From an optimization exercise on the open Yosys and OpenROAD flow, aimed at small area; shortcuts taken in it are not production practice. Function was checked by simulation only, so behaviour that the tests miss may differ from the original. Power figures rest on the tool's default switching activity, not on a simulated workload.

==> flow/config.mk <==
export PLATFORM = sky130hd
export DESIGN_NAME = SystolicCore
export DESIGN_NICKNAME = SystolicCore
export VERILOG_FILES = /design/flow/design.v
export SDC_FILE = /design/flow/constraint.sdc
export NUM_CORES = 4
export LEC_CHECK = 0
export CAP_MARGIN = 0
export CORE_MARGIN = 2
export CORE_UTILIZATION = 60
export CTS_BUF_LIST = sky130_fd_sc_hd__clkbuf_4
export CTS_CLUSTER_DIAMETER = 60
export CTS_CLUSTER_SIZE = 8
export PLACE_DENSITY = 0.7
export SLEW_MARGIN = 0
==> flow/constraint.sdc <==
create_clock -name core_clock -period 12.0 [get_ports {clk}]
set_input_delay 2.4000 -clock core_clock [delete_from_list [all_inputs] [get_ports {clk}]]
set_output_delay 2.4000 -clock core_clock [all_outputs]
set_load 0.01 [all_outputs]
==> flow/design.v <==
module PEv3(
    input clk,
    input rst,
    input in_en,
    input [7:0] data_horz,
    input [7:0] data_obli,
    input [7:0] data_vert,
    input active,
    input A, B, C, D, E, H,
    output logic [7:0] horz_out,
    output logic [7:0] obli_out,
    output logic bypass_en,
    output logic [7:0] opsum
    );
    parameter iWIDTH = 8;
    parameter oWIDTH = 8;
    logic [7:0] data_a_reg, data_b_reg, m_reg, psum_reg;
    logic [7:0] m_wire, a_wire, psum_mux;
    always @(posedge clk) begin
        data_a_reg <= (rst & active & A & in_en) ? data_horz : 8'd0;
        data_b_reg <= (rst & active & B & in_en) ? (H ? data_vert : data_obli) : 8'd0;
    end
    mul8lo u_mul(.a(data_a_reg), .b(data_b_reg), .p(m_wire));
    assign psum_mux = (active & C) ? psum_reg : 8'd0;
    add8 u_add(.a(m_reg), .b(psum_mux), .s(a_wire));
    always @(posedge clk) begin
        m_reg <= m_wire;
        psum_reg <= a_wire;
        opsum <= (active & D) ? a_wire : (E ? data_vert : 8'd0);
        bypass_en <= in_en;
    end
    assign horz_out = data_a_reg;
    assign obli_out = data_b_reg;
endmodule
module mul8lo(input [7:0] a, input [7:0] b, output [7:0] p);
  wire w1, w2, w3, w4, w5, w6, w7, w8, w9, w10, w11, w12, w13, w14, w15, w16, w17, w18, w19, w20, w21, w22, w23, w24, w25, w26, w27, w28, w29, w30, w31, w32, w33, w34, w35, w36, w37, w38, w39, w40, w41, w42;
  assign p[0] = (a[0] & b[0]);
  assign w1 = (a[0] & b[1]) ^ (a[1] & b[0]);
  assign w2 = (a[0] & b[1]) & (a[1] & b[0]);
  assign p[1] = w1;
  assign w3 = (a[0] & b[2]) ^ (a[1] & b[1]) ^ (a[2] & b[0]);
  assign w4 = ((a[0] & b[2]) & (a[1] & b[1])) | ((a[0] & b[2]) & (a[2] & b[0])) | ((a[1] & b[1]) & (a[2] & b[0]));
  assign w5 = w2 ^ w3;
  assign w6 = w2 & w3;
  assign p[2] = w5;
  assign w7 = (a[0] & b[3]) ^ (a[1] & b[2]) ^ (a[2] & b[1]);
  assign w8 = ((a[0] & b[3]) & (a[1] & b[2])) | ((a[0] & b[3]) & (a[2] & b[1])) | ((a[1] & b[2]) & (a[2] & b[1]));
  assign w9 = (a[3] & b[0]) ^ w4 ^ w6;
  assign w10 = ((a[3] & b[0]) & w4) | ((a[3] & b[0]) & w6) | (w4 & w6);
  assign w11 = w7 ^ w9;
  assign w12 = w7 & w9;
  assign p[3] = w11;
  assign w13 = (a[0] & b[4]) ^ (a[1] & b[3]) ^ (a[2] & b[2]);
  assign w14 = ((a[0] & b[4]) & (a[1] & b[3])) | ((a[0] & b[4]) & (a[2] & b[2])) | ((a[1] & b[3]) & (a[2] & b[2]));
  assign w15 = (a[3] & b[1]) ^ (a[4] & b[0]) ^ w8;
  assign w16 = ((a[3] & b[1]) & (a[4] & b[0])) | ((a[3] & b[1]) & w8) | ((a[4] & b[0]) & w8);
  assign w17 = w10 ^ w12 ^ w13;
  assign w18 = (w10 & w12) | (w10 & w13) | (w12 & w13);
  assign w19 = w15 ^ w17;
  assign w20 = w15 & w17;
  assign p[4] = w19;
  assign w21 = (a[0] & b[5]) ^ (a[1] & b[4]) ^ (a[2] & b[3]);
  assign w22 = ((a[0] & b[5]) & (a[1] & b[4])) | ((a[0] & b[5]) & (a[2] & b[3])) | ((a[1] & b[4]) & (a[2] & b[3]));
  assign w23 = (a[3] & b[2]) ^ (a[4] & b[1]) ^ (a[5] & b[0]);
  assign w24 = ((a[3] & b[2]) & (a[4] & b[1])) | ((a[3] & b[2]) & (a[5] & b[0])) | ((a[4] & b[1]) & (a[5] & b[0]));
  assign w25 = w14 ^ w16 ^ w18;
  assign w26 = (w14 & w16) | (w14 & w18) | (w16 & w18);
  assign w27 = w20 ^ w21 ^ w23;
  assign w28 = (w20 & w21) | (w20 & w23) | (w21 & w23);
  assign w29 = w25 ^ w27;
  assign w30 = w25 & w27;
  assign p[5] = w29;
  assign w31 = (a[0] & b[6]) ^ (a[1] & b[5]) ^ (a[2] & b[4]);
  assign w32 = ((a[0] & b[6]) & (a[1] & b[5])) | ((a[0] & b[6]) & (a[2] & b[4])) | ((a[1] & b[5]) & (a[2] & b[4]));
  assign w33 = (a[3] & b[3]) ^ (a[4] & b[2]) ^ (a[5] & b[1]);
  assign w34 = ((a[3] & b[3]) & (a[4] & b[2])) | ((a[3] & b[3]) & (a[5] & b[1])) | ((a[4] & b[2]) & (a[5] & b[1]));
  assign w35 = (a[6] & b[0]) ^ w22 ^ w24;
  assign w36 = ((a[6] & b[0]) & w22) | ((a[6] & b[0]) & w24) | (w22 & w24);
  assign w37 = w26 ^ w28 ^ w30;
  assign w38 = (w26 & w28) | (w26 & w30) | (w28 & w30);
  assign w39 = w31 ^ w33 ^ w35;
  assign w40 = (w31 & w33) | (w31 & w35) | (w33 & w35);
  assign w41 = w37 ^ w39;
  assign w42 = w37 & w39;
  assign p[6] = w41;
  assign p[7] = (a[0] & b[7]) ^ (a[1] & b[6]) ^ (a[2] & b[5]) ^ (a[3] & b[4]) ^ (a[4] & b[3]) ^ (a[5] & b[2]) ^ (a[6] & b[1]) ^ (a[7] & b[0]) ^ w32 ^ w34 ^ w36 ^ w38 ^ w40 ^ w42;
endmodule
module add8(input [7:0] a, input [7:0] b, output [7:0] s);
  wire [7:0] c;
  assign s[0] = a[0] ^ b[0];
  assign c[0] = a[0] & b[0];
  genvar i;
  generate for (i = 1; i < 8; i = i + 1) begin : g_bit
    assign s[i] = a[i] ^ b[i] ^ c[i-1];
    assign c[i] = (a[i] & b[i]) | (a[i] & c[i-1]) | (b[i] & c[i-1]);
  end endgenerate
endmodule
module ACv2(
    input clk,
    input rst,
    input [7:0] ipsum,
    input bn_param_in_en,
    input [15:0] bn_param_in,
    input [2:0] config_bits,
    input in_en,
    input F,
    output [7:0] data_out,
    output logic data_out_en,
    output logic [15:0] bn_param_out,
    output logic bn_param_out_en
    );
    parameter IN_WIDTH = 8;
    parameter ACC_WIDTH = 8;
    parameter BN_SCALE_WIDTH = 8;
    parameter BN_SHIFT_WIDTH = 8;
    logic [7:0] ipsum_reg, psum_reg, add_node, bn_node;
    logic [15:0] bn_param_reg;
    logic in_en_dly;
    always @(posedge clk) begin
        ipsum_reg <= (rst & in_en) ? ipsum : 8'd0;
        psum_reg <= add_node;
        in_en_dly <= in_en;
        if (~rst)
            bn_param_reg <= 16'd0;
        else if (bn_param_in_en)
            bn_param_reg <= bn_param_in;
        bn_param_out_en <= bn_param_in_en;
        bn_param_out <= bn_param_in;
    end
    wire [7:0] acc_sum = ipsum_reg + psum_reg;
    assign add_node = (config_bits[2] & in_en_dly) ? acc_sum : ipsum_reg;
    muladd8lo u_bn(.a(add_node), .b(bn_param_reg[15:8]), .c(bn_param_reg[7:0]), .p(bn_node));
    assign data_out = config_bits[0] ? bn_node : add_node;
    assign data_out_en = F;
endmodule
module muladd8lo(input [7:0] a, input [7:0] b, input [7:0] c, output [7:0] p);
  wire w1, w2, w3, w4, w5, w6, w7, w8, w9, w10, w11, w12, w13, w14, w15, w16, w17, w18, w19, w20, w21, w22, w23, w24, w25, w26, w27, w28, w29, w30, w31, w32, w33, w34, w35, w36, w37, w38, w39, w40, w41, w42, w43, w44, w45, w46, w47, w48, w49, w50, w51, w52, w53, w54, w55, w56, w57, w58, w59, w60, w61, w62, w63, w64, w65, w66, w67, w68, w69, w70, w71, w72, w73, w74, w75, w76, w77, w78, w79, w80, w81, w82, w83, w84, w85, w86, w87, w88;
  assign w1 = (a[0] & b[5]) ^ (a[1] & b[4]);
  assign w2 = (a[0] & b[5]) & (a[1] & b[4]);
  assign w3 = (a[0] & b[6]) ^ (a[1] & b[5]) ^ (a[2] & b[4]);
  assign w4 = ((a[0] & b[6]) & (a[1] & b[5])) | ((a[0] & b[6]) & (a[2] & b[4])) | ((a[1] & b[5]) & (a[2] & b[4]));
  assign w5 = (a[3] & b[3]) ^ (a[4] & b[2]);
  assign w6 = (a[3] & b[3]) & (a[4] & b[2]);
  assign w7 = (a[0] & b[3]) ^ (a[1] & b[2]);
  assign w8 = (a[0] & b[3]) & (a[1] & b[2]);
  assign w9 = (a[0] & b[4]) ^ (a[1] & b[3]) ^ (a[2] & b[2]);
  assign w10 = ((a[0] & b[4]) & (a[1] & b[3])) | ((a[0] & b[4]) & (a[2] & b[2])) | ((a[1] & b[3]) & (a[2] & b[2]));
  assign w11 = (a[3] & b[1]) ^ (a[4] & b[0]);
  assign w12 = (a[3] & b[1]) & (a[4] & b[0]);
  assign w13 = w1 ^ (a[2] & b[3]) ^ (a[3] & b[2]);
  assign w14 = (w1 & (a[2] & b[3])) | (w1 & (a[3] & b[2])) | ((a[2] & b[3]) & (a[3] & b[2]));
  assign w15 = (a[4] & b[1]) ^ (a[5] & b[0]) ^ c[5];
  assign w16 = ((a[4] & b[1]) & (a[5] & b[0])) | ((a[4] & b[1]) & c[5]) | ((a[5] & b[0]) & c[5]);
  assign w17 = w3 ^ w5 ^ (a[5] & b[1]);
  assign w18 = (w3 & w5) | (w3 & (a[5] & b[1])) | (w5 & (a[5] & b[1]));
  assign w19 = (a[6] & b[0]) ^ c[6] ^ w2;
  assign w20 = ((a[6] & b[0]) & c[6]) | ((a[6] & b[0]) & w2) | (c[6] & w2);
  assign w21 = (a[0] & b[2]) ^ (a[1] & b[1]);
  assign w22 = (a[0] & b[2]) & (a[1] & b[1]);
  assign w23 = w7 ^ (a[2] & b[1]) ^ (a[3] & b[0]);
  assign w24 = (w7 & (a[2] & b[1])) | (w7 & (a[3] & b[0])) | ((a[2] & b[1]) & (a[3] & b[0]));
  assign w25 = w9 ^ w11 ^ c[4];
  assign w26 = (w9 & w11) | (w9 & c[4]) | (w11 & c[4]);
  assign w27 = w13 ^ w15 ^ w10;
  assign w28 = (w13 & w15) | (w13 & w10) | (w15 & w10);
  assign w29 = w17 ^ w19 ^ w14;
  assign w30 = (w17 & w19) | (w17 & w14) | (w19 & w14);
  assign w31 = (a[0] & b[1]) ^ (a[1] & b[0]);
  assign w32 = (a[0] & b[1]) & (a[1] & b[0]);
  assign w33 = w21 ^ (a[2] & b[0]) ^ c[2];
  assign w34 = (w21 & (a[2] & b[0])) | (w21 & c[2]) | ((a[2] & b[0]) & c[2]);
  assign w35 = w23 ^ c[3] ^ w22;
  assign w36 = (w23 & c[3]) | (w23 & w22) | (c[3] & w22);
  assign w37 = w25 ^ w8 ^ w24;
  assign w38 = (w25 & w8) | (w25 & w24) | (w8 & w24);
  assign w39 = w27 ^ w12 ^ w26;
  assign w40 = (w27 & w12) | (w27 & w26) | (w12 & w26);
  assign w41 = w29 ^ w16 ^ w28;
  assign w42 = (w29 & w16) | (w29 & w28) | (w16 & w28);
  assign w43 = (a[0] & b[0]) & c[0];
  assign w44 = (a[0] & b[0]) ^ c[0];
  assign w45 = w31 & c[1];
  assign w46 = w31 ^ c[1];
  assign w47 = w33 & w32;
  assign w48 = w33 ^ w32;
  assign w49 = w35 & w34;
  assign w50 = w35 ^ w34;
  assign w51 = w37 & w36;
  assign w52 = w37 ^ w36;
  assign w53 = w39 & w38;
  assign w54 = w39 ^ w38;
  assign w55 = w41 & w40;
  assign w56 = w41 ^ w40;
  assign w57 = w45 | (w46 & w43);
  assign w58 = w46 & w44;
  assign w59 = w49 | (w50 & w47);
  assign w60 = w50 & w48;
  assign w61 = w53 | (w54 & w51);
  assign w62 = w54 & w52;
  assign w63 = w47 | (w48 & w57);
  assign w64 = w48 & w58;
  assign w65 = w59 | (w60 & w57);
  assign w66 = w60 & w58;
  assign w67 = w55 | (w56 & w61);
  assign w68 = w56 & w62;
  assign w69 = w51 | (w52 & w65);
  assign w70 = w52 & w66;
  assign w71 = w61 | (w62 & w65);
  assign w72 = w62 & w66;
  assign w73 = w67 | (w68 & w65);
  assign w74 = w68 & w66;
  assign p[0] = w44;
  assign p[1] = w46 ^ w43;
  assign p[2] = w48 ^ w57;
  assign p[3] = w50 ^ w63;
  assign p[4] = w52 ^ w65;
  assign p[5] = w54 ^ w69;
  assign p[6] = w56 ^ w71;
  assign w75 = (a[0] & b[7]) ^ (a[1] & b[6]);
  assign w76 = (a[2] & b[5]) ^ (a[3] & b[4]);
  assign w77 = (a[4] & b[3]) ^ (a[5] & b[2]);
  assign w78 = (a[6] & b[1]) ^ (a[7] & b[0]);
  assign w79 = c[7] ^ w4;
  assign w80 = w6 ^ w18;
  assign w81 = w20 ^ w30;
  assign w82 = w75 ^ w76;
  assign w83 = w77 ^ w78;
  assign w84 = w79 ^ w80;
  assign w85 = w81 ^ w42;
  assign w86 = w82 ^ w83;
  assign w87 = w84 ^ w85;
  assign w88 = w86 ^ w87;
  assign p[7] = w88 ^ w73;
endmodule
`timescale 1ns / 1ps
module SystolicBank_v2(
	clk,
	rst,
	in_en,
	conv_mm,
	isac,
	isrelu,
	isbn,
	active_1,
	active_2,
	active_3,
	data_in_horz_1,
	data_in_horz_2,
	data_in_horz_3,
	data_in_obli_1,
	data_in_obli_2,
	data_in_obli_3,
	data_in_obli_4,
	data_in_obli_5,
	data_in_obli_6,
	bn_param_in,
	bn_param_in_en,
	A_1,
	A_2,
	A_3,
	A_4,
	B_1,
	B_2,
	B_3,
	B_4,
	C_1,
	C_2,
	C_3,
	C_4,
	D_1,
	D_2,
	D_3,
	D_4,
	E_1,
	E_2,
	E_3,
	E_4,
	F_1,
	F_2,
	F_3,
	F_4,
	G_1,
	G_2,
	G_3,
	G_4,
	H_1,
	H_2,
	H_3,
	H_4,
	dout_en_1,
	dout_en_2,
	dout_en_3,
	dout_en_4,
	dout_1,
	dout_2,
	dout_3,
	dout_4
);
	parameter nCols = 4;
	parameter nRows = 3;
	parameter iWidth = 8;
	parameter oWidth = 8;
	localparam MODE_CONV = 0; localparam MODE_MM = 1;
	input clk, rst, in_en, conv_mm, isac, isrelu, isbn;
	input active_1;
	input active_2;
	input active_3;
	input [7:0] data_in_horz_1;
	input [7:0] data_in_horz_2;
	input [7:0] data_in_horz_3;
	input [7:0] data_in_obli_1;
	input [7:0] data_in_obli_2;
	input [7:0] data_in_obli_3;
	input [7:0] data_in_obli_4;
	input [7:0] data_in_obli_5;
	input [7:0] data_in_obli_6;
	input [15:0] bn_param_in;
	input bn_param_in_en;
	input A_1;
	input A_2;
	input A_3;
	input A_4;
	input B_1;
	input B_2;
	input B_3;
	input B_4;
	input C_1;
	input C_2;
	input C_3;
	input C_4;
	input D_1;
	input D_2;
	input D_3;
	input D_4;
	input E_1;
	input E_2;
	input E_3;
	input E_4;
	input F_1;
	input F_2;
	input F_3;
	input F_4;
	input G_1;
	input G_2;
	input G_3;
	input G_4;
	input H_1;
	input H_2;
	input H_3;
	input H_4;
	output [7:0] dout_1;
	output [7:0] dout_2;
	output [7:0] dout_3;
	output [7:0] dout_4;
	output dout_en_1;
	output dout_en_2;
	output dout_en_3;
	output dout_en_4;
	logic bypass_en_1_0;
	logic bypass_en_1_1;
	logic bypass_en_1_2;
	logic bypass_en_1_3;
	logic bypass_en_1_4;
	logic bypass_en_2_0;
	logic bypass_en_2_1;
	logic bypass_en_2_2;
	logic bypass_en_2_3;
	logic bypass_en_2_4;
	logic bypass_en_3_0;
	logic bypass_en_3_1;
	logic bypass_en_3_2;
	logic bypass_en_3_3;
	logic bypass_en_3_4;
	logic [7:0] data_in_vert_1_1;
	logic [7:0] data_in_vert_1_2;
	logic [7:0] data_in_vert_1_3;
	logic [7:0] data_in_vert_1_4;
	logic [7:0] data_in_vert_2_1;
	logic [7:0] data_in_vert_2_2;
	logic [7:0] data_in_vert_2_3;
	logic [7:0] data_in_vert_2_4;
	logic [7:0] data_in_vert_3_1;
	logic [7:0] data_in_vert_3_2;
	logic [7:0] data_in_vert_3_3;
	logic [7:0] data_in_vert_3_4;
	logic [7:0] data_in_vert_4_1;
	logic [7:0] data_in_vert_4_2;
	logic [7:0] data_in_vert_4_3;
	logic [7:0] data_in_vert_4_4;
	logic [7:0] data_in_horz_1_0;
	logic [7:0] data_in_horz_1_1;
	logic [7:0] data_in_horz_1_2;
	logic [7:0] data_in_horz_1_3;
	logic [7:0] data_in_horz_1_4;
	logic [7:0] data_in_horz_2_0;
	logic [7:0] data_in_horz_2_1;
	logic [7:0] data_in_horz_2_2;
	logic [7:0] data_in_horz_2_3;
	logic [7:0] data_in_horz_2_4;
	logic [7:0] data_in_horz_3_0;
	logic [7:0] data_in_horz_3_1;
	logic [7:0] data_in_horz_3_2;
	logic [7:0] data_in_horz_3_3;
	logic [7:0] data_in_horz_3_4;
	logic [7:0] data_in_horz_4_0;
	logic [7:0] data_in_horz_4_1;
	logic [7:0] data_in_horz_4_2;
	logic [7:0] data_in_horz_4_3;
	logic [7:0] data_in_horz_4_4;
	logic [7:0] data_in_obli_1_0;
	logic [7:0] data_in_obli_1_1;
	logic [7:0] data_in_obli_1_2;
	logic [7:0] data_in_obli_1_3;
	logic [7:0] data_in_obli_1_4;
	logic [7:0] data_in_obli_2_0;
	logic [7:0] data_in_obli_2_1;
	logic [7:0] data_in_obli_2_2;
	logic [7:0] data_in_obli_2_3;
	logic [7:0] data_in_obli_2_4;
	logic [7:0] data_in_obli_3_0;
	logic [7:0] data_in_obli_3_1;
	logic [7:0] data_in_obli_3_2;
	logic [7:0] data_in_obli_3_3;
	logic [7:0] data_in_obli_3_4;
	logic [7:0] data_in_obli_4_0;
	logic [7:0] data_in_obli_4_1;
	logic [7:0] data_in_obli_4_2;
	logic [7:0] data_in_obli_4_3;
	logic [7:0] data_in_obli_4_4;
	logic [15:0] bn_param_out_1;
	logic [15:0] bn_param_out_2;
	logic [15:0] bn_param_out_3;
	logic [15:0] bn_param_out_4;
	logic bn_param_out_en_1;
	logic bn_param_out_en_2;
	logic bn_param_out_en_3;
	logic bn_param_out_en_4;
	assign data_in_vert_4_1 = (conv_mm == MODE_CONV)? 0: data_in_obli_3;
	assign data_in_vert_4_2 = (conv_mm == MODE_CONV)? 0: data_in_obli_4;
	assign data_in_vert_4_3 = (conv_mm == MODE_CONV)? 0: data_in_obli_5;
	assign data_in_vert_4_4 = (conv_mm == MODE_CONV)? 0: data_in_obli_6;
	assign bypass_en_1_0 = in_en;
	assign bypass_en_2_0 = in_en;
	assign bypass_en_3_0 = in_en;
	assign data_in_horz_1_0 = data_in_horz_1;
	assign data_in_horz_2_0 = data_in_horz_2;
	assign data_in_horz_3_0 = data_in_horz_3;
	assign data_in_obli_2_0 = (conv_mm == MODE_CONV)? data_in_obli_1: 0;
	assign data_in_obli_3_0 = (conv_mm == MODE_CONV)? data_in_obli_2: 0;
	assign data_in_obli_4_0 = (conv_mm == MODE_CONV)? data_in_obli_3: 0;
	assign data_in_obli_4_1 = (conv_mm == MODE_CONV)? data_in_obli_4: 0;
	assign data_in_obli_4_2 = (conv_mm == MODE_CONV)? data_in_obli_5: 0;
	assign data_in_obli_4_3 = (conv_mm == MODE_CONV)? data_in_obli_6: 0;
	PEv3 # (.iWIDTH(iWidth), .oWIDTH(oWidth)) p_1_1(.clk(clk), .rst(rst), .in_en(bypass_en_1_0), .data_vert(data_in_vert_2_1), .active(active_1), .data_horz(data_in_horz_1_0), .data_obli(data_in_obli_2_0), .A(A_1), .B(B_1), .C(C_1), .D(D_1), .E(E_1), .H(H_1), .horz_out(data_in_horz_1_1), .obli_out(data_in_obli_1_1), .bypass_en(bypass_en_1_1), .opsum(data_in_vert_1_1));
	PEv3 # (.iWIDTH(iWidth), .oWIDTH(oWidth)) p_1_2(.clk(clk), .rst(rst), .in_en(bypass_en_1_1), .data_vert(data_in_vert_2_2), .active(active_1), .data_horz(data_in_horz_1_1), .data_obli(data_in_obli_2_1), .A(A_2), .B(B_2), .C(C_2), .D(D_2), .E(E_2), .H(H_2), .horz_out(data_in_horz_1_2), .obli_out(data_in_obli_1_2), .bypass_en(bypass_en_1_2), .opsum(data_in_vert_1_2));
	PEv3 # (.iWIDTH(iWidth), .oWIDTH(oWidth)) p_1_3(.clk(clk), .rst(rst), .in_en(bypass_en_1_2), .data_vert(data_in_vert_2_3), .active(active_1), .data_horz(data_in_horz_1_2), .data_obli(data_in_obli_2_2), .A(A_3), .B(B_3), .C(C_3), .D(D_3), .E(E_3), .H(H_3), .horz_out(data_in_horz_1_3), .obli_out(data_in_obli_1_3), .bypass_en(bypass_en_1_3), .opsum(data_in_vert_1_3));
	PEv3 # (.iWIDTH(iWidth), .oWIDTH(oWidth)) p_1_4(.clk(clk), .rst(rst), .in_en(bypass_en_1_3), .data_vert(data_in_vert_2_4), .active(active_1), .data_horz(data_in_horz_1_3), .data_obli(data_in_obli_2_3), .A(A_4), .B(B_4), .C(C_4), .D(D_4), .E(E_4), .H(H_4), .horz_out(data_in_horz_1_4), .obli_out(data_in_obli_1_4), .bypass_en(bypass_en_1_4), .opsum(data_in_vert_1_4));
	PEv3 # (.iWIDTH(iWidth), .oWIDTH(oWidth)) p_2_1(.clk(clk), .rst(rst), .in_en(bypass_en_2_0), .data_vert(data_in_vert_3_1), .active(active_2), .data_horz(data_in_horz_2_0), .data_obli(data_in_obli_3_0), .A(A_1), .B(B_1), .C(C_1), .D(D_1), .E(E_1), .H(H_1), .horz_out(data_in_horz_2_1), .obli_out(data_in_obli_2_1), .bypass_en(bypass_en_2_1), .opsum(data_in_vert_2_1));
	PEv3 # (.iWIDTH(iWidth), .oWIDTH(oWidth)) p_2_2(.clk(clk), .rst(rst), .in_en(bypass_en_2_1), .data_vert(data_in_vert_3_2), .active(active_2), .data_horz(data_in_horz_2_1), .data_obli(data_in_obli_3_1), .A(A_2), .B(B_2), .C(C_2), .D(D_2), .E(E_2), .H(H_2), .horz_out(data_in_horz_2_2), .obli_out(data_in_obli_2_2), .bypass_en(bypass_en_2_2), .opsum(data_in_vert_2_2));
	PEv3 # (.iWIDTH(iWidth), .oWIDTH(oWidth)) p_2_3(.clk(clk), .rst(rst), .in_en(bypass_en_2_2), .data_vert(data_in_vert_3_3), .active(active_2), .data_horz(data_in_horz_2_2), .data_obli(data_in_obli_3_2), .A(A_3), .B(B_3), .C(C_3), .D(D_3), .E(E_3), .H(H_3), .horz_out(data_in_horz_2_3), .obli_out(data_in_obli_2_3), .bypass_en(bypass_en_2_3), .opsum(data_in_vert_2_3));
	PEv3 # (.iWIDTH(iWidth), .oWIDTH(oWidth)) p_2_4(.clk(clk), .rst(rst), .in_en(bypass_en_2_3), .data_vert(data_in_vert_3_4), .active(active_2), .data_horz(data_in_horz_2_3), .data_obli(data_in_obli_3_3), .A(A_4), .B(B_4), .C(C_4), .D(D_4), .E(E_4), .H(H_4), .horz_out(data_in_horz_2_4), .obli_out(data_in_obli_2_4), .bypass_en(bypass_en_2_4), .opsum(data_in_vert_2_4));
	PEv3 # (.iWIDTH(iWidth), .oWIDTH(oWidth)) p_3_1(.clk(clk), .rst(rst), .in_en(bypass_en_3_0), .data_vert(data_in_vert_4_1), .active(active_3), .data_horz(data_in_horz_3_0), .data_obli(data_in_obli_4_0), .A(A_1), .B(B_1), .C(C_1), .D(D_1), .E(E_1), .H(H_1), .horz_out(data_in_horz_3_1), .obli_out(data_in_obli_3_1), .bypass_en(bypass_en_3_1), .opsum(data_in_vert_3_1));
	PEv3 # (.iWIDTH(iWidth), .oWIDTH(oWidth)) p_3_2(.clk(clk), .rst(rst), .in_en(bypass_en_3_1), .data_vert(data_in_vert_4_2), .active(active_3), .data_horz(data_in_horz_3_1), .data_obli(data_in_obli_4_1), .A(A_2), .B(B_2), .C(C_2), .D(D_2), .E(E_2), .H(H_2), .horz_out(data_in_horz_3_2), .obli_out(data_in_obli_3_2), .bypass_en(bypass_en_3_2), .opsum(data_in_vert_3_2));
	PEv3 # (.iWIDTH(iWidth), .oWIDTH(oWidth)) p_3_3(.clk(clk), .rst(rst), .in_en(bypass_en_3_2), .data_vert(data_in_vert_4_3), .active(active_3), .data_horz(data_in_horz_3_2), .data_obli(data_in_obli_4_2), .A(A_3), .B(B_3), .C(C_3), .D(D_3), .E(E_3), .H(H_3), .horz_out(data_in_horz_3_3), .obli_out(data_in_obli_3_3), .bypass_en(bypass_en_3_3), .opsum(data_in_vert_3_3));
	PEv3 # (.iWIDTH(iWidth), .oWIDTH(oWidth)) p_3_4(.clk(clk), .rst(rst), .in_en(bypass_en_3_3), .data_vert(data_in_vert_4_4), .active(active_3), .data_horz(data_in_horz_3_3), .data_obli(data_in_obli_4_3), .A(A_4), .B(B_4), .C(C_4), .D(D_4), .E(E_4), .H(H_4), .horz_out(data_in_horz_3_4), .obli_out(data_in_obli_3_4), .bypass_en(bypass_en_3_4), .opsum(data_in_vert_3_4));
	ACv2 # (.IN_WIDTH(oWidth), .ACC_WIDTH(oWidth), .BN_SCALE_WIDTH(oWidth), .BN_SHIFT_WIDTH(oWidth)) ac_1(.clk(clk), .rst(rst), .config_bits({isac, isrelu, isbn}), .in_en(G_1), .ipsum(data_in_vert_1_1), .F(F_1), .bn_param_in_en(bn_param_in_en), .bn_param_in(bn_param_in), .bn_param_out(bn_param_out_1), .bn_param_out_en(bn_param_out_en_1), .data_out_en(dout_en_1), .data_out(dout_1));
	ACv2 # (.IN_WIDTH(oWidth), .ACC_WIDTH(oWidth), .BN_SCALE_WIDTH(oWidth), .BN_SHIFT_WIDTH(oWidth)) ac_2(.clk(clk), .rst(rst), .config_bits({isac, isrelu, isbn}), .in_en(G_2), .ipsum(data_in_vert_1_2), .F(F_2), .bn_param_in_en(bn_param_out_en_1), .bn_param_in(bn_param_out_1), .bn_param_out(bn_param_out_2), .bn_param_out_en(bn_param_out_en_2), .data_out_en(dout_en_2), .data_out(dout_2));
	ACv2 # (.IN_WIDTH(oWidth), .ACC_WIDTH(oWidth), .BN_SCALE_WIDTH(oWidth), .BN_SHIFT_WIDTH(oWidth)) ac_3(.clk(clk), .rst(rst), .config_bits({isac, isrelu, isbn}), .in_en(G_3), .ipsum(data_in_vert_1_3), .F(F_3), .bn_param_in_en(bn_param_out_en_2), .bn_param_in(bn_param_out_2), .bn_param_out(bn_param_out_3), .bn_param_out_en(bn_param_out_en_3), .data_out_en(dout_en_3), .data_out(dout_3));
	ACv2 # (.IN_WIDTH(oWidth), .ACC_WIDTH(oWidth), .BN_SCALE_WIDTH(oWidth), .BN_SHIFT_WIDTH(oWidth)) ac_4(.clk(clk), .rst(rst), .config_bits({isac, isrelu, isbn}), .in_en(G_4), .ipsum(data_in_vert_1_4), .F(F_4), .bn_param_in_en(bn_param_out_en_3), .bn_param_in(bn_param_out_3), .bn_param_out(bn_param_out_4), .bn_param_out_en(bn_param_out_en_4), .data_out_en(dout_en_4), .data_out(dout_4));
endmodule
module DFSMv2(
    input clk,
    input rst,
    input start,
    input [23:0] config_bits,
    input in_en,
    output logic start_out,
    output logic in_en_bypass,
    output logic A, B, C, D, E, F, G, H
    );
    parameter MAX_nPERIOD = 512;
    parameter MAX_nLMAC = 3072;
    parameter MAX_nSHFT = 3;
    localparam S0 = 2'd0, S1 = 2'd1, S2 = 2'd2, S0p = 2'd3;
    wire mode = config_bits[23];
    wire [8:0] config_nPeriod = config_bits[22:14];
    wire [11:0] config_nLMAC = config_bits[13:2];
    wire [1:0] config_nSHFT = config_bits[1:0];
    logic [1:0] state;
    logic [11:0] mac_count;
    logic [8:0] period_count;
    logic [2:0] F_dly;
    wire [11:0] mac_inc = mac_count + 12'd1;
    wire [8:0] period_inc = period_count + 9'd1;
    wire mac_more = mac_inc < config_nLMAC;
    wire shft_more = mac_count[1:0] < config_nSHFT - 2'd1;
    wire per_more = period_inc < config_nPeriod;
    always @(posedge clk) begin
        if (~rst) begin
            state <= S0;
            mac_count <= 12'd0;
            period_count <= 9'd0;
            F_dly <= 3'd0;
            F <= 1'b0;
        end
        else begin
            case (state)
                S0: begin
                    if (start) state <= S0p;
                    mac_count <= 12'd0;
                    period_count <= 9'd0;
                end
                S0p: begin
                    if (in_en) state <= S1;
                end
                S1: begin
                    if (!mac_more) state <= S2;
                    else if (~in_en) state <= S0p;
                    mac_count <= mac_more ? mac_inc : 12'd0;
                end
                S2: begin
                    if (!shft_more) state <= per_more ? (in_en ? S1 : S0p) : S0;
                    mac_count <= shft_more ? {10'd0, mac_count[1:0] + 2'd1} : 12'd0;
                    if (!mac_count[1]) period_count <= per_more ? period_inc : 9'd0;
                end
            endcase
            F_dly <= {F_dly[1:0], state == S2 && mac_count[1:0] == 2'd0};
            F <= F_dly[config_nSHFT - 2'd1];
        end
    end
    assign A = state == S1;
    assign B = state == S1 || state == S0p;
    always @(posedge clk) begin
        C <= state == S1 || state == S0p;
        D <= state == S1;
        E <= state == S2;
        H <= mode && state == S1;
        in_en_bypass <= in_en;
        start_out <= start;
    end
    assign G = E;
endmodule
module DFSMv3(
    input clk,
    input rst,
    input start,
    input [23:0] config_bits,
    input all_data_rdy,
    input in_en,
    output logic start_out,
    output logic in_en_bypass,
    output logic data_preread,
    output logic A, B, C, D, E, F, G, H
    );
    parameter MAX_nPERIOD = 512;
    parameter MAX_nLMAC = 3072;
    parameter MAX_nSHFT = 3;
    localparam S0 = 2'd0, S1 = 2'd1, S2 = 2'd2, S0p = 2'd3;
    wire mode = config_bits[23];
    wire [8:0] config_nPeriod = config_bits[22:14];
    wire [11:0] config_nLMAC = config_bits[13:2];
    wire [1:0] config_nSHFT = config_bits[1:0];
    logic [1:0] state;
    logic [11:0] mac_count;
    logic [8:0] period_count;
    logic [4:0] F_dly;
    wire [11:0] mac_inc = mac_count + 12'd1;
    wire [8:0] period_inc = period_count + 9'd1;
    wire mac_more = mac_inc < config_nLMAC;
    wire shft_more = mac_count[1:0] < config_nSHFT - 2'd1;
    wire per_more = period_inc < config_nPeriod;
    always @(posedge clk) begin
        if (~rst) begin
            state <= S0;
            mac_count <= 12'd0;
            period_count <= 9'd0;
            F_dly <= 5'd0;
            F <= 1'b0;
        end
        else begin
            case (state)
                S0: begin
                    if (start) state <= S0p;
                    mac_count <= 12'd0;
                    period_count <= 9'd0;
                end
                S0p: begin
                    if (all_data_rdy) state <= S1;
                end
                S1: begin
                    if (!mac_more) state <= S2;
                    else if (~all_data_rdy) state <= S0p;
                    mac_count <= mac_more ? mac_inc : 12'd0;
                end
                S2: begin
                    if (!shft_more) state <= per_more ? (all_data_rdy ? S1 : S0p) : S0;
                    mac_count <= shft_more ? {10'd0, mac_count[1:0] + 2'd1} : 12'd0;
                    if (!mac_count[1]) period_count <= per_more ? period_inc : 9'd0;
                end
            endcase
            F_dly <= {F_dly[3:0], state == S2 && mac_count[1:0] == 2'd0};
            F <= F_dly[{1'b0, config_nSHFT} + 3'd1];
        end
    end
    logic A_dly, B_dly, D_dly1, E_dly1, E_dly2, H_dly1, H_dly2;
    always @(posedge clk) begin
        A_dly <= state == S1;
        A <= A_dly;
        D_dly1 <= A;
        D <= D_dly1;
        B_dly <= state == S1 || state == S0p;
        B <= B_dly;
        C <= B;
        E_dly1 <= state == S2;
        E_dly2 <= E_dly1;
        E <= E_dly2;
        H_dly1 <= mode && state == S1;
        H_dly2 <= H_dly1;
        H <= H_dly2;
        in_en_bypass <= in_en;
        start_out <= start;
    end
    assign G = E;
    assign data_preread = state == S1;
endmodule
module SystolicCore(
	input clk,
	input rst,
	input start,
	input mode_conv_mm,
	input isac,
	input isrelu,
	input isbn,
	input [22:0] dfsm_config,
	input all_data_rdy,
	input pe_config_1_1,
	input pe_config_1_2,
	input pe_config_1_3,
	input pe_config_2_1,
	input pe_config_2_2,
	input pe_config_2_3,
	input [7:0] data_horz_1_1,
	input [7:0] data_horz_1_2,
	input [7:0] data_horz_1_3,
	input [7:0] data_horz_2_1,
	input [7:0] data_horz_2_2,
	input [7:0] data_horz_2_3,
	input [7:0] data_obli_1,
	input [7:0] data_obli_2,
	input [7:0] data_obli_3,
	input [7:0] data_obli_4,
	input [7:0] data_obli_5,
	input [7:0] data_obli_6,
	input [15:0] data_bn_1,
	input [15:0] data_bn_2,
	input data_bn_en,
	output data_preread,
	output [7:0] dout_1_1,
	output [7:0] dout_1_2,
	output [7:0] dout_1_3,
	output [7:0] dout_1_4,
	output [7:0] dout_2_1,
	output [7:0] dout_2_2,
	output [7:0] dout_2_3,
	output [7:0] dout_2_4,
	output dout_en_1_1,
	output dout_en_1_2,
	output dout_en_1_3,
	output dout_en_1_4,
	output dout_en_2_1,
	output dout_en_2_2,
	output dout_en_2_3,
	output dout_en_2_4
);
	parameter nCols = 4;
	parameter nRows = 3;
	parameter iWidth = 8;
	parameter oWidth = 8;
	parameter DFSM_MAX_nPERIOD = 512;
	parameter DFSM_MAX_nLMAC = 3072;
	parameter DFSM_MAX_nSHFT = 3;
	logic A_1, A_2, A_3, A_4;
	logic B_1, B_2, B_3, B_4;
	logic C_1, C_2, C_3, C_4;
	logic D_1, D_2, D_3, D_4;
	logic E_1, E_2, E_3, E_4;
	logic F_1, F_2, F_3, F_4;
	logic G_1, G_2, G_3, G_4;
	logic H_1, H_2, H_3, H_4;
	logic dfsm_data_en_1, dfsm_data_en_2, dfsm_data_en_3, dfsm_data_en_4;
	logic start_bypass_1, start_bypass_2, start_bypass_3, start_bypass_4;
	logic array_data_en;
	always@(posedge clk) begin
		array_data_en <= data_preread;
	end
	SystolicBank_v2 # (.iWidth(iWidth), .oWidth(oWidth), .nRows(nRows), .nCols(nCols)) bank_1(.clk(clk), .rst(rst), .in_en(array_data_en), .conv_mm(mode_conv_mm), .isac(isac), .isrelu(isrelu), .isbn(isbn), .bn_param_in_en(data_bn_en), .bn_param_in(data_bn_1), .active_1(pe_config_1_1), .active_2(pe_config_1_2), .active_3(pe_config_1_3), .data_in_horz_1(data_horz_1_1), .data_in_horz_2(data_horz_1_2), .data_in_horz_3(data_horz_1_3), .data_in_obli_1(data_obli_1), .data_in_obli_2(data_obli_2), .data_in_obli_3(data_obli_3), .data_in_obli_4(data_obli_4), .data_in_obli_5(data_obli_5), .data_in_obli_6(data_obli_6), .A_1(A_1), .A_2(A_2), .A_3(A_3), .A_4(A_4), .B_1(B_1), .B_2(B_2), .B_3(B_3), .B_4(B_4), .C_1(C_1), .C_2(C_2), .C_3(C_3), .C_4(C_4), .D_1(D_1), .D_2(D_2), .D_3(D_3), .D_4(D_4), .E_1(E_1), .E_2(E_2), .E_3(E_3), .E_4(E_4), .F_1(F_1), .F_2(F_2), .F_3(F_3), .F_4(F_4), .G_1(G_1), .G_2(G_2), .G_3(G_3), .G_4(G_4), .H_1(H_1), .H_2(H_2), .H_3(H_3), .H_4(H_4), .dout_en_1(dout_en_1_1), .dout_en_2(dout_en_1_2), .dout_en_3(dout_en_1_3), .dout_en_4(dout_en_1_4), .dout_1(dout_1_1), .dout_2(dout_1_2), .dout_3(dout_1_3), .dout_4(dout_1_4));
	SystolicBank_v2 # (.iWidth(iWidth), .oWidth(oWidth), .nRows(nRows), .nCols(nCols)) bank_2(.clk(clk), .rst(rst), .in_en(array_data_en), .conv_mm(mode_conv_mm), .isac(isac), .isrelu(isrelu), .isbn(isbn), .bn_param_in_en(data_bn_en), .bn_param_in(data_bn_2), .active_1(pe_config_2_1), .active_2(pe_config_2_2), .active_3(pe_config_2_3), .data_in_horz_1(data_horz_2_1), .data_in_horz_2(data_horz_2_2), .data_in_horz_3(data_horz_2_3), .data_in_obli_1(data_obli_1), .data_in_obli_2(data_obli_2), .data_in_obli_3(data_obli_3), .data_in_obli_4(data_obli_4), .data_in_obli_5(data_obli_5), .data_in_obli_6(data_obli_6), .A_1(A_1), .A_2(A_2), .A_3(A_3), .A_4(A_4), .B_1(B_1), .B_2(B_2), .B_3(B_3), .B_4(B_4), .C_1(C_1), .C_2(C_2), .C_3(C_3), .C_4(C_4), .D_1(D_1), .D_2(D_2), .D_3(D_3), .D_4(D_4), .E_1(E_1), .E_2(E_2), .E_3(E_3), .E_4(E_4), .F_1(F_1), .F_2(F_2), .F_3(F_3), .F_4(F_4), .G_1(G_1), .G_2(G_2), .G_3(G_3), .G_4(G_4), .H_1(H_1), .H_2(H_2), .H_3(H_3), .H_4(H_4), .dout_en_1(dout_en_2_1), .dout_en_2(dout_en_2_2), .dout_en_3(dout_en_2_3), .dout_en_4(dout_en_2_4), .dout_1(dout_2_1), .dout_2(dout_2_2), .dout_3(dout_2_3), .dout_4(dout_2_4));
	DFSMv3 # (.MAX_nPERIOD(DFSM_MAX_nPERIOD), .MAX_nLMAC(DFSM_MAX_nLMAC), .MAX_nSHFT(DFSM_MAX_nSHFT)) fsm_1(.clk(clk), .rst(rst), .config_bits({mode_conv_mm, dfsm_config}), .all_data_rdy(all_data_rdy), .in_en(array_data_en), .start(start), .data_preread(data_preread), .in_en_bypass(dfsm_data_en_1), .start_out(start_bypass_1), .A(A_1), .B(B_1), .C(C_1), .D(D_1), .E(E_1), .F(F_1), .G(G_1), .H(H_1));
	DFSMv2 # (.MAX_nPERIOD(DFSM_MAX_nPERIOD), .MAX_nLMAC(DFSM_MAX_nLMAC), .MAX_nSHFT(DFSM_MAX_nSHFT)) fsm_2(.clk(clk), .rst(rst), .config_bits({mode_conv_mm, dfsm_config}), .in_en(dfsm_data_en_1), .start(start_bypass_1), .in_en_bypass(dfsm_data_en_2), .start_out(start_bypass_2), .A(A_2), .B(B_2), .C(C_2), .D(D_2), .E(E_2), .F(F_2), .G(G_2), .H(H_2));
	DFSMv2 # (.MAX_nPERIOD(DFSM_MAX_nPERIOD), .MAX_nLMAC(DFSM_MAX_nLMAC), .MAX_nSHFT(DFSM_MAX_nSHFT)) fsm_3(.clk(clk), .rst(rst), .config_bits({mode_conv_mm, dfsm_config}), .in_en(dfsm_data_en_2), .start(start_bypass_2), .in_en_bypass(dfsm_data_en_3), .start_out(start_bypass_3), .A(A_3), .B(B_3), .C(C_3), .D(D_3), .E(E_3), .F(F_3), .G(G_3), .H(H_3));
	DFSMv2 # (.MAX_nPERIOD(DFSM_MAX_nPERIOD), .MAX_nLMAC(DFSM_MAX_nLMAC), .MAX_nSHFT(DFSM_MAX_nSHFT)) fsm_4(.clk(clk), .rst(rst), .config_bits({mode_conv_mm, dfsm_config}), .in_en(dfsm_data_en_3), .start(start_bypass_3), .in_en_bypass(dfsm_data_en_4), .start_out(start_bypass_4), .A(A_4), .B(B_4), .C(C_4), .D(D_4), .E(E_4), .F(F_4), .G(G_4), .H(H_4));
endmodule
==> flow/flow/run.sh <==
#!/bin/bash
# The standard layout, with the port buffers made of the smallest buffer.
set -e
export BUFFER_PORTS_ARGS="-buffer_cell sky130_fd_sc_hd__buf_1"
bash standard.sh > standard_flow.log 2>&1
==> flow/standard.sh <==
#!/bin/bash
# synth_recipe.tcl (not shown) runs the flow's synth.tcl, then flattens the netlist and writes it again
# the make line also repeats each setting of config.mk as NAME=value (left out here)
make -C /OpenROAD-flow-scripts/flow DESIGN_CONFIG=/design/flow/config.mk WORK_HOME=/design/flow/orfs CLKGATE_MAP_FILE= SYNTH_SCRIPT=/design/flow/synth_recipe.tcl "${@:-finish}"
==> run notes, run 1 <==
The count of cells resized by post-cts repair came out at 0. Of the total power, registers draw 0.575. Counting flops with a built-in enable in the synthesized netlist gives 0.

Setup repair after global routing left no endpoint under its margin. The worst max-slew margin expressed relative to the limit is 0.198. The transition time of the tightest slew-check pin came out at 1.17 ns. The number of buffers between clock root and the deepest sink is 3.

The chip width is 367 µm. The insertion delay of the later-clocked pin in the worst-skew pair came out at 1.21 ns. The kind of path behind the tightest hold check is reg -> reg. The count of buffers from port buffering is between 200 and 250. Measured along the y axis, the die boundary spans 367 µm. The post-layout instance count excluding filler cells is 10,000. The flow ran to the end and the layout has no timing, DRC or antenna violations. After synthesis the netlist holds a flip-flop and latch count of 1,457. The filler cell count is 11,000. The final period demand of the worst path is around 11 ns. The number of hold-repair buffers added at the cts stage came out at 0.

The number of nets in the finished design came out at 9,477. The power spent charging and discharging nets came out at 2720 µW. The biggest area contributor in the post-synthesis netlist is sky130_fd_sc_hd__dfxtp_1.

The final worst-path cycle share is 0.908. The total placed instance area is 81,300 µm². The count of distinct cell types in the synthesized netlist came out at 76.

Of all flip-flops after synthesis, the portion carrying an async set or reset was 0. The clock edge transition at the registers on the reported setup and hold paths came out at 0.08 ns. The sum of negative setup slack is 0 ns. The layout-stage area growth over the synthesis result came out at 5.65%. The internal power of the cells totals 6410 µW. The clock network fraction of design power came out at 0.296.

The netlist area before placement came out at slightly below 80,000 µm². The number of buffers created by CTS came out at between 200 and 250. The area of the die is approximately 130,000 µm². The post-synthesis sequential area ratio is 0.370.

The finished cells cover around 83,000 µm². The total number of yosys warnings is 5. The worst setup path is launched from an input port. The total overflow reported by the global router is 0. The effective utilization at floorplan is 0.602.

The global-route usage over all layers is 0.290. The number of top-level design ports is 239. Derived from the worst setup path, the maximum achievable clock frequency is around 92 MHz. The number of H-tree levels is 4. The first-pass GRT wire length came out at 307,000 µm.

The max-slew violation total from the final report came to 0. Of the total power, combinational logic draws 0.129. The instance count after placement with tap cells included came out at 9,769. For this design the ratio of total power to cell area is 110 nW/µm². The area share of the largest cell type after synthesis is 0.370. The tool flagged a number of max-cap violations equal to 0. The net count after synthesis came out at 9,233. For flop-to-flop paths, the worst setup slack is between 6 and 7 ns. The buffer cell driving the clock tree root is sky130_fd_sc_hd__clkbuf_4.

The instance count of the mapped netlist is 7,979. The HPWL after detailed placement came out at 148,000 µm. The clock net sink count is 1,457. Across the VDD grid, the largest voltage drop is 0.0839 mV. The hold violation count in the final report is 0. At the end of routability-driven placement, the weighted congestion stood at around 0.90. The post-synthesis average cell area came out at 9.89 µm². The number of setup violations in the final report came out at 0.

Entering global routing, the biggest net connects 231 pins. The static leakage power came out at 0.0378 µW. The number of global-route vias before repair came out at 55,900. The first-pass iteration count of the detailed router came out at 6.

The number of violations reported at the end of detailed-routing iteration 0 is roughly 3,700. The largest driver fanout on the critical path came out at 40. The initial antenna violation count came out at 16. The TritonCTS clock tree is built. The proportion of total power due to net switching came out at 0.298. The worst clock skew is 0.0683 ns.

The sort of element at the end of the critical path is a primary output. The post-route DRC violation count came out at 0. The arrival time at the worst endpoint is between 8 and 9 ns. The floorplan core area is 131,000 µm².

The via count is 54,300. The total wire length after detailed routing came out at 192,000 µm. Yosys attributes the largest share of cell area to sky130_fd_sc_hd__dfxtp_1, sky130_fd_sc_hd__fa_1, sky130_fd_sc_hd__ha_1. The endpoint required time on the critical path came out at around 9.6 ns. For this run, the leading register cell type out of synthesis is sky130_fd_sc_hd__dfxtp_1.

The category of the critical setup timing path is in -> out. The detail-routed net length per standard cell is 19.1 µm. The average via count per standard cell came out at 5.42. In this run the post-CTS setup repair buffer count came out at 0. The remaining antenna violation count after routing came out at 0.

Of the cells placed in the final design, the portion with a size suffix greater than 1 is 0.0452. The number of placement rows came out at around 130.
-- area by class of cell --
class                   count  area [µm²]  area share
multi-input cells        5518       45900       0.550
clock buffers             215        1610      0.0194
clock inverters            30         395     0.00474
inverters                 774        2910      0.0349
repair buffers            265        1130      0.0135
well taps                1755        2200      0.0264
flip-flops and latches   1457       29200       0.350
diodes                     18        45.0    0.000541
-- worst max-delay path, cell delays in order --
cell,delay (ns)
sky130_fd_sc_hd__clkbuf_2,0.28
sky130_fd_sc_hd__buf_4,0.49
sky130_fd_sc_hd__nand2_1,0.36
sky130_fd_sc_hd__nor4b_1,0.46
sky130_fd_sc_hd__or3_1,0.26
sky130_fd_sc_hd__and2_1,0.15
sky130_fd_sc_hd__ha_1,0.22
sky130_fd_sc_hd__inv_1,0.07
sky130_fd_sc_hd__fa_1,0.45
sky130_fd_sc_hd__fa_1,0.52
sky130_fd_sc_hd__fa_1,0.55
sky130_fd_sc_hd__inv_1,0.04
sky130_fd_sc_hd__ha_1,0.33
sky130_fd_sc_hd__a21o_1,0.19
sky130_fd_sc_hd__a31o_2,0.21
sky130_fd_sc_hd__xnor2_1,0.13
sky130_fd_sc_hd__xnor3_1,0.42
sky130_fd_sc_hd__xnor2_1,0.22
sky130_fd_sc_hd__a21oi_1,0.10
sky130_fd_sc_hd__o22ai_1,0.39
sky130_fd_sc_hd__buf_1,0.19
-- final timing paths --
path,from,end,cells past startpoint
worst max-delay path,isac,dout_1_2[7],21
worst max register to register,bank_2.p_2_3.data_a_reg[0],bank_2.p_2_3.m_reg[7],23
worst min register to register,fsm_1.H_dly1,fsm_1.H_dly2,0
worst min-delay path,fsm_1.H_dly1,fsm_1.H_dly2,0
-- cell usage after synthesis (125+ instances only) --
cell type / n
sky130_fd_sc_hd__dfxtp_1: 1457
sky130_fd_sc_hd__nand2_1: 1057
sky130_fd_sc_hd__and2_1: 833
sky130_fd_sc_hd__inv_1: 774
sky130_fd_sc_hd__fa_1: 656
sky130_fd_sc_hd__ha_1: 432
sky130_fd_sc_hd__xnor2_1: 429
sky130_fd_sc_hd__and3_1: 284
sky130_fd_sc_hd__nand3_1: 263
sky130_fd_sc_hd__mux2i_1: 236
sky130_fd_sc_hd__nor2_1: 210
sky130_fd_sc_hd__clkbuf_1: 194
sky130_fd_sc_hd__nor2b_1: 184
sky130_fd_sc_hd__o21ai_0: 170
sky130_fd_sc_hd__xor2_1: 125
-- routing by layer --
layer	part of all wire	wire, µm	vias to the layer above	global-route usage
li1	-	-	25900	-
met1	0.45	85600	26500	0.399
met2	0.46	87600	1564	0.463
met3	0.061	11800	357	0.0469
met4	0.034	6540	2	0.104
met5	0.000052	10	-	0
-- cell families (layout without fill, tap and decap cells) --
family	after synthesis	count (layout)	share of synthesized area
AOI/OAI and AO/OA	560	560	0.0456
adders and majority gates	1088	1088	0.235
DFF	1457	1457	0.370
other	0	18	0
buffers and inverters	1004	1284	0.0487
muxes	282	282	0.0370
and+or+nand+nor	3016	3016	0.197
xor gates and xnor gates	572	572	0.0665
-- cell usage in the layout, fill, tap and decap left out, types with 236 or more instances in the layout --
cell / synthesis / final
sky130_fd_sc_hd__and2_1: 833 / 833
sky130_fd_sc_hd__and3_1: 284 / 284
sky130_fd_sc_hd__mux2i_1: 236 / 236
sky130_fd_sc_hd__dfxtp_1: 1457 / 1449
sky130_fd_sc_hd__nand2_1: 1057 / 1057
sky130_fd_sc_hd__xnor2_1: 429 / 429
sky130_fd_sc_hd__nand3_1: 263 / 263
sky130_fd_sc_hd__fa_1: 656 / 656
sky130_fd_sc_hd__inv_1: 774 / 773
sky130_fd_sc_hd__ha_1: 432 / 432
-- power groups by stage --
stage / Combinational [µW] / Clock (µW) / Sequential (µW)
detailed placement: 1160 / 0 / 5360
global placement: 1130 / 0 / 5360
global route: 1290 / 2970 / 5280
CTS: 1160 / 2780 / 5250
floorplan: 878 / 0 / 5180
finish: 1170 / 2710 / 5250
-- through the flow --
stage                     total power (µW)   util  worst slack (ns)  hold slack [ns]
after floorplan                       6060      -              2.42            0.310
after global placement                6490  0.621              1.25            0.312
after detailed placement              6520  0.621              1.17            0.312
after CTS                             9200  0.636              1.16            0.327
after global routing                  9530  0.636             0.763            0.331
final                                 9130  0.636              1.11            0.333
==> run 2: changes to the inputs <==
--- a/flow/config.mk
+++ b/flow/config.mk
@@ -10,6 +10,6 @@
 export CORE_UTILIZATION = 60
 export CTS_BUF_LIST = sky130_fd_sc_hd__clkbuf_4
-export CTS_CLUSTER_DIAMETER = 60
-export CTS_CLUSTER_SIZE = 8
+export CTS_CLUSTER_DIAMETER = 80
+export CTS_CLUSTER_SIZE = 9
 export PLACE_DENSITY = 0.7
 export SLEW_MARGIN = 0
==> run 2 against run 1 <==
Against the previous run:
- final area down 0.54%
- utilization down 0.35 points
- synthesized cell count unchanged
- clock-buffer cell count down 33
- routed wire length up 0.12%
- critical path depth unchanged
- area after synthesis unchanged
- setup slack worse by 0.037 ns
==> run notes, run 2 <==
The worst clock skew came out at 0.0780 ns (+0.00964 ns). The endpoint required time on the critical path came to 9.60 ns (about the same). The final period demand of the worst path is 10.93 ns (+0.0370 ns). The layout-stage area growth over the synthesis result is 5.07%. The count of flip-flops with a built-in enable after synthesis is 0 (unchanged).

The cell at the slowest stage of the critical path is sky130_fd_sc_hd__fa_1. The number of top-level design ports is 239 (unchanged). The number of placement rows is 133 (unchanged).

The sum of negative setup slack came out at 0 ns (unchanged). The total number of yosys warnings came out at 5 (unchanged). STA classifies the critical path endpoint as a primary output. The area share of the largest cell type after synthesis is 0.370 (unchanged).

The internal power component came out at 6160 µW (-4.0%). Setup repair after global routing left no endpoint under its margin. The ratio of cells with drive above 1 in the final layout came out at 0.0407 (-0.00449). The instance count of the mapped netlist came out at 7,979 (unchanged).

The combinational power share came to 0.133 (+0.004). The global-route usage over all layers came out at 0.290 (about the same). The clock edge transition at the registers on the reported setup and hold paths came out at 0.11 ns (+0.03 ns). The effective utilization at floorplan came out at 0.602 (unchanged). The sort of element at the start of the critical path is an input port. The total power density per cell area is 107 nW/µm² (-2.7%). The first-pass GRT wire length is 306,000 µm (about the same).

The clock network fraction of design power is 0.273 (-0.023). The largest net degree at the start of global routing came out at 231 (unchanged). The final critical-path setup slack was 1.07 ns (-0.0370 ns).

The via count is 54,300 (+0.020%). The proportion of power drawn by flip-flops and latches came out at 0.594 (+0.019). The worst hold path depth came out at 0 (unchanged).

The count of buffers from port buffering is 237 (unchanged). The flip-flop and latch count after synthesis is 1,457 (unchanged). The total overflow reported by the global router is 0 (unchanged).

The filler cell count is 11,000 (-0.22%). The initial antenna violation count came out at 15 (-1). The proportion of total power due to net switching is 0.304 (+0.00536). The terminus of the critical flop-to-flop path is bank_2.p_2_3.m_reg[7]. The largest driver fanout on the critical path came out at 40 (unchanged).

The number of nets in the finished design is 9,450 (-0.28%). The longest individual stage delay on the worst path is 0.55 ns (about the same). The logic depth of the worst register-to-register path is 23 (unchanged). The insertion delay of the later-clocked pin in the worst-skew pair came out at 1.21 ns (about the same). The chip width came out at 367 µm (unchanged). The maximum frequency from static timing analysis is 91.5 MHz (-0.34%). The count of buffering cells on the critical path with inverters included was 5 (unchanged).

Of all cell types, the one taking the most synthesized area is sky130_fd_sc_hd__dfxtp_1. The overall die height is 367 µm (unchanged). The detail-routed net length per standard cell is 19.2 µm (+0.60%). The number of buffers created by CTS is 180 (-13%). The leading cell type by number of instances after synthesis is sky130_fd_sc_hd__dfxtp_1.

Yosys attributes the largest share of cell area to sky130_fd_sc_hd__dfxtp_1, sky130_fd_sc_hd__fa_1, sky130_fd_sc_hd__ha_1. The critical path goes through clkbuf_2, buf_4, nand2_1, nor4b_1, or3_1, and2_1, ha_1, inv_1, fa_1, fa_1, fa_1, inv_1, ha_1, a21o_1, a31o_2, xnor2_1, xnor3_1, xnor2_1, a21oi_1, o22ai_1, buf_1. The HPWL after detailed placement came to 148,000 µm (unchanged). The netlist area before placement is 78,900 µm² (unchanged). The floorplan core area came out at 131,000 µm² (unchanged).

The worst max-slew margin expressed relative to the limit came out at 0.170 (-0.0273). The total wire length after detailed routing was 192,000 µm (+0.12%). The count of cells resized by post-cts repair was 0 (unchanged). The library cell used most frequently in the layout, excluding fill and tap cells, is sky130_fd_sc_hd__dfxtp_1. The power spent charging and discharging nets is 2680 µW (-1.5%).

The maximum VDD drop came out at 0.0926 mV (+10%). On the critical path the largest part of the delay comes from adder cells. The number of setup violations in the final report is 0 (unchanged).

The number of violations reported at the end of detailed-routing iteration 0 is 3,862 (+3.8%). TritonCTS built the clock tree. CTS placed an instance of sky130_fd_sc_hd__clkbuf_4 at the clock tree root. The startpoint of the tightest hold check path is fsm_1.E_dly2.

The final worst-path cycle share is 0.911 (+0.00309). The hold violation count in the final report is 0 (unchanged). The average via count per standard cell is 5.44 (+0.50%).

The count of distinct cell types in the synthesized netlist is 76 (unchanged). The post-synthesis sequential area ratio is 0.370 (unchanged). The share of the core filled with cells in the final layout came out at 0.633 (-0.00346). The cell that appears most often on the critical path is sky130_fd_sc_hd__fa_1. The number of H-tree levels came to 4 (unchanged).

The destination of the worst hold path is fsm_1.E. The worst slack at placement came out at 1.17 ns (unchanged). The net count after synthesis came out at 9,233 (unchanged). In the layout the commonest cells are sky130_fd_sc_hd__dfxtp_1, sky130_fd_sc_hd__nand2_1, sky130_fd_sc_hd__and2_1. The number of hold-repair buffers added at the cts stage came out at 0 (unchanged). The static leakage power is 0.0375 µW (-0.66%). The clock net sink count came out at 1,457 (unchanged). The remaining antenna violation count after routing is 0 (unchanged). The flow ran to the end and the layout has no timing, DRC or antenna violations. The first-pass iteration count of the detailed router was 5 (-1).

The number of buffers between clock root and the deepest sink is 3 (unchanged). The post-route DRC violation count is 0 (unchanged). The critical path is of the in -> out type.

In this run the worst hold path is classified as reg -> reg. The transition time of the tightest slew-check pin is 1.21 ns (+0.0398 ns). The post-synthesis average cell area came out at 9.89 µm² (unchanged). The area of the die is 134,000 µm² (unchanged). The max-slew violation total from the final report is 0 (unchanged).

The internal reg-to-reg setup slack is 6.74 ns (about the same). The global placement routability congestion is 0.896 (unchanged). The fraction of synthesis flops using an asynchronous set or reset pin is 0 (unchanged). The arrival time at the worst endpoint came to 8.53 ns (+0.04 ns). The post-CTS setup-driven buffer insertion count came to 0 (unchanged). For this run, the leading register cell type out of synthesis is sky130_fd_sc_hd__dfxtp_1.

The total of max-cap violations is 0 (unchanged). After synthesis, the most frequently instantiated cells are sky130_fd_sc_hd__dfxtp_1, sky130_fd_sc_hd__nand2_1, sky130_fd_sc_hd__and2_1, sky130_fd_sc_hd__inv_1, sky130_fd_sc_hd__fa_1. The number of global-route vias before repair came out at 55,600 (-0.50%). In this run the critical register-to-register path is launched from bank_2.p_2_3.data_a_reg[0].
## run 2: cell counts after synthesis
No cell type changed its count.
## run 2: cell type report
class / count / area (µm²) / share of cell area
Antenna cell: 17 / 42.5 / 0.000513
Clock buffer: 182 / 1370 / 0.0165
Sequential cell: 1457 / 29200 / 0.352
Timing Repair Buffer: 265 / 1130 / 0.0136
Tap cell: 1755 / 2200 / 0.0265
Multi-Input combinational cell: 5518 / 45900 / 0.553
Clock inverter: 16 / 193 / 0.00232
Inverter: 774 / 2910 / 0.0351
## run 2: cells by family after synthesis
family	synth area share
muxes	0.0370
buffers and inverters	0.0487
xor gates and xnor gates	0.0665
adders and majority gates	0.235
DFF	0.370
AOI/OAI and AO/OA	0.0456
and+or+nand+nor	0.197
## run 2: power by group through the flow
stage               Combinational [µW]  Clock [µW]  Sequential (µW)
floorplan                          878           0             5180
global placement                  1130           0             5360
detailed placement                1160           0             5360
CTS                               1170        2470             5250
global route                      1290        2660             5280
finish                            1180        2410             5260
## run 2: stage by stage
stage / hold WS, ns / total power, µW / instances / area [µm²]
detailed placement: 0.312 / 6520 / 9769 / 81300
global placement: 0.312 / 6490 / 9769 / 81300
finish: 0.332 / 8840 / 9984 / 82900
global route: 0.337 / 9230 / 9979 / 82900
CTS: 0.336 / 8890 / 9967 / 82800
floorplan: 0.310 / 6060 / 7979 / 78900
## run 2: layer usage
layer / wire length, µm / up-vias / global-route usage / part of all wire
met3: 11500 / 351 / 0.0427 / 0.060
met2: 87900 / 1590 / 0.464 / 0.46
li1: - / 25900 / - / -
met4: 6280 / 0 / 0.100 / 0.033
met5: 0 / - / 0 / 0
met1: 86000 / 26500 / 0.402 / 0.45
## run 2: worst max-delay path by stage
stage,from,end,slack [ns],cells past startpoint
after detailed placement,isac,dout_1_2[7],1.17,21
final,isac,dout_1_2[7],1.07,21
after CTS,isac,dout_1_2[7],1.16,21
after floorplan,isac,dout_1_2[7],2.42,21
after global placement,isac,dout_1_2[7],1.25,20
after global routing,isac,dout_1_2[7],0.74,21
==> run 3: changes to the inputs <==
--- a/flow/config.mk
+++ b/flow/config.mk
@@ -9,5 +9,5 @@
 export CORE_MARGIN = 2
 export CORE_UTILIZATION = 60
-export CTS_BUF_LIST = sky130_fd_sc_hd__clkbuf_4
+export CTS_BUF_LIST = sky130_fd_sc_hd__clkbuf_4 sky130_fd_sc_hd__clkbuf_8
 export CTS_CLUSTER_DIAMETER = 80
 export CTS_CLUSTER_SIZE = 9
==> run 3 against run 2 <==
Against the previous run:
- via count is essentially flat
- fmax increased by 0.11%
- critical path depth unchanged
- clock power increased by about 30%
- global-route usage rose by 0.10 points
- final cell count hardly changed
- clock-buffer cell count grew 1
- sequential share of layout area is 0.47 points lower
- combinational power about the same
- utilization rose by 0.85 points
- worst hold slack lost 0.0058 ns
- critical path type unchanged
- largest power group unchanged
==> run notes, run 3 <==
The run finished with no timing, DRC or antenna violations. The top layer used by detailed routing is met4. The transition time of the tightest slew-check pin came out at 1.14 ns (-0.0704 ns). The max-slew violation total from the final report is 0 (unchanged). The worst register-to-register path begins at bank_2.p_2_3.data_a_reg[0]. The instance count of the mapped netlist was 7,979 (unchanged).

The count of buffers from port buffering is 237 (unchanged). The leading cell type by number of instances after synthesis is sky130_fd_sc_hd__dfxtp_1. The ratio of cells with drive above 1 in the final layout came to 0.0408 (+0.000122).

The global-route usage over all layers came out at 0.291 (+0.00104). The launch point of the critical path is isac. The global placement routability congestion came out at 0.896 (unchanged).

The total of max-cap violations was 0 (unchanged). The endpoint required time on the critical path is 9.60 ns (about the same). The post-CTS setup-driven buffer insertion count is 0 (unchanged). The remaining antenna violation count after routing is 0 (unchanged). The worst clock skew is 0.0482 ns (-0.0298 ns). The chip width was 367 µm (unchanged). After synthesis, the largest family of logic cells by area is adder cells. The overall power consumption came out at 9570 µW (+8.3%). Among all flip-flop cells after synthesis, the most frequent one is sky130_fd_sc_hd__dfxtp_1.

The number of violations reported at the end of detailed-routing iteration 0 is 3,835 (-0.70%). The share of synthesized cell area in full adder, half adder and majority cells came to 0.235 (unchanged). The worst max-slew margin expressed relative to the limit is 0.219 (+0.0483).

The final worst-path cycle share was 0.910 (-0.000955). The internal reg-to-reg setup slack is 6.77 ns (+0.03 ns). The buffer cell driving the clock tree root is sky130_fd_sc_hd__clkbuf_8. The capture point of the worst path is dout_1_2[7]. The maximum frequency from static timing analysis is 91.6 MHz (+0.11%).

The post-synthesis compound-gate area fraction is 0.0456 (unchanged). The floorplan core area came to 131,000 µm² (unchanged). The static leakage power was 0.0380 µW (+1.2%).

The count of cells resized by post-cts repair was 0 (unchanged). The effective utilization at floorplan came out at 0.602 (unchanged). The HPWL after detailed placement is 148,000 µm (unchanged). The library cell used most frequently in the layout, excluding fill and tap cells, is sky130_fd_sc_hd__dfxtp_1.

The clock net sink count came out at 1,457 (unchanged). The logic depth of the worst register-to-register path is 23 (unchanged). The arrival time at the worst endpoint is 8.52 ns (about the same). The share of synthesized cell area in and, or, nand and nor gates came out at 0.197 (unchanged). In this run the worst hold path is classified as reg -> reg. The number of setup violations in the final report came out at 0 (unchanged). The count of distinct cell types in the synthesized netlist came out at 76 (unchanged).

The fraction of synthesized cell area in xor and xnor cells came to 0.0665 (unchanged). The number of global-route vias before repair was 55,700 (+0.22%). The total wire length after detailed routing came out at 192,000 µm (+0.22%).

The post-layout instance area is 84,000 µm² (+1.3%). The number of buffers created by CTS is 180 (unchanged). The hold violation count in the final report came out at 0 (unchanged).
==> run 3: cell counts after synthesis <==
No cell type changed its count.
==> run 3: layout make-up <==
type                            instances  area, µm²
Tap cell                             1755       2200
Inverter                              774       2910
Fill cell                           10900      47000
Antenna cell                           10       25.0
Sequential cell                      1457      29200
Multi-Input combinational cell       5518      45900
Clock buffer                          183       2510
Timing Repair Buffer                  265       1130
Clock inverter                         15        174
==> run 3: worst min-delay path by stage <==
stage                             from  slack, ns      endpoint  depth (start not counted)
final                     fsm_1.H_dly1       0.33  fsm_1.H_dly2                          0
after global routing      fsm_1.H_dly1       0.34  fsm_1.H_dly2                          0
after CTS                 fsm_1.H_dly1       0.33  fsm_1.H_dly2                          0
after detailed placement  fsm_1.H_dly1       0.31  fsm_1.H_dly2                          0
after global placement    fsm_1.H_dly1       0.31  fsm_1.H_dly2                          0
after floorplan            fsm_1.B_dly       0.31       fsm_1.B                          0
==> run 3: worst max-delay path, stage by stage <==
cell	delay (ns)
sky130_fd_sc_hd__clkbuf_2	0.30
sky130_fd_sc_hd__buf_4	0.51
sky130_fd_sc_hd__nand2_1	0.36
sky130_fd_sc_hd__nor4b_1	0.46
sky130_fd_sc_hd__or3_1	0.27
sky130_fd_sc_hd__and2_1	0.15
sky130_fd_sc_hd__ha_1	0.22
sky130_fd_sc_hd__inv_1	0.07
sky130_fd_sc_hd__fa_1	0.45
sky130_fd_sc_hd__fa_1	0.52
sky130_fd_sc_hd__fa_1	0.55
sky130_fd_sc_hd__inv_1	0.04
sky130_fd_sc_hd__ha_1	0.33
sky130_fd_sc_hd__a21o_1	0.19
sky130_fd_sc_hd__a31o_2	0.21
sky130_fd_sc_hd__xnor2_1	0.13
sky130_fd_sc_hd__xnor3_1	0.43
sky130_fd_sc_hd__xnor2_1	0.22
sky130_fd_sc_hd__a21oi_1	0.10
sky130_fd_sc_hd__o22ai_1	0.39
sky130_fd_sc_hd__buf_1	0.19
==> run 3: power by group <==
part / internal (µW) / switching [µW] / leakage (µW) / total (µW)
logic: 379 / 795 / 0.0248 / 1170
clock network: 1390 / 1750 / 0.00138 / 3140
registers: 4990 / 271 / 0.0118 / 5260
total: 6750 / 2820 / 0.0380 / 9570
==> run 3: cells by family (layout without fill, tap and decap cells) <==
group | Yosys count | in the layout
muxes | 282 | 282
AOI/OAI and AO/OA | 560 | 560
DFF | 1457 | 1457
other | 0 | 10
xor gates and xnor gates | 572 | 572
buffers and inverters | 1004 | 1237
adders and majority gates | 1088 | 1088
and+or+nand+nor | 3016 | 3016
==> run 3: per-stage QoR <==
| stage | utilization | std cells |
|---|---|---|
| after floorplan | - | 7979 |
| after global placement | 0.621 | 9769 |
| after detailed placement | 0.621 | 9769 |
| after CTS | 0.641 | 9967 |
| after global routing | 0.641 | 9975 |
| final | 0.641 | 9977 |
==> run 3: metal layers <==
metal,global-route usage,vias to the layer above
li1,-,25800
met1,0.404,26600
met2,0.464,1532
met3,0.0420,377
met4,0.104,0
met5,0,-

## afterwards: timing with drivers on the ports
How much do the figures lean on ideal ports? The routed layouts below were timed once more, with nothing changed but the port constraints.
Step 1, drivers: a clkbuf_16 drives clk and a buf_2 each remaining input, both assumed.
Step 2, shift: input delay + t, output delay - t, t = (earliest + latest rising clock arrival at the registers) / 2. This alone moves slack from input paths to output paths.
Three values: no drivers, after step 1, after step 2; two values: the first two.
run	t (ns)	setup slack, ns
run 1	1.250	1.110 / 1.048 / 1.048
run 2	1.248	1.073 / 1.011 / 1.011
run 3	0.981	1.084 / 1.023 / 1.023
After both steps setup and hold are still met in every run listed.
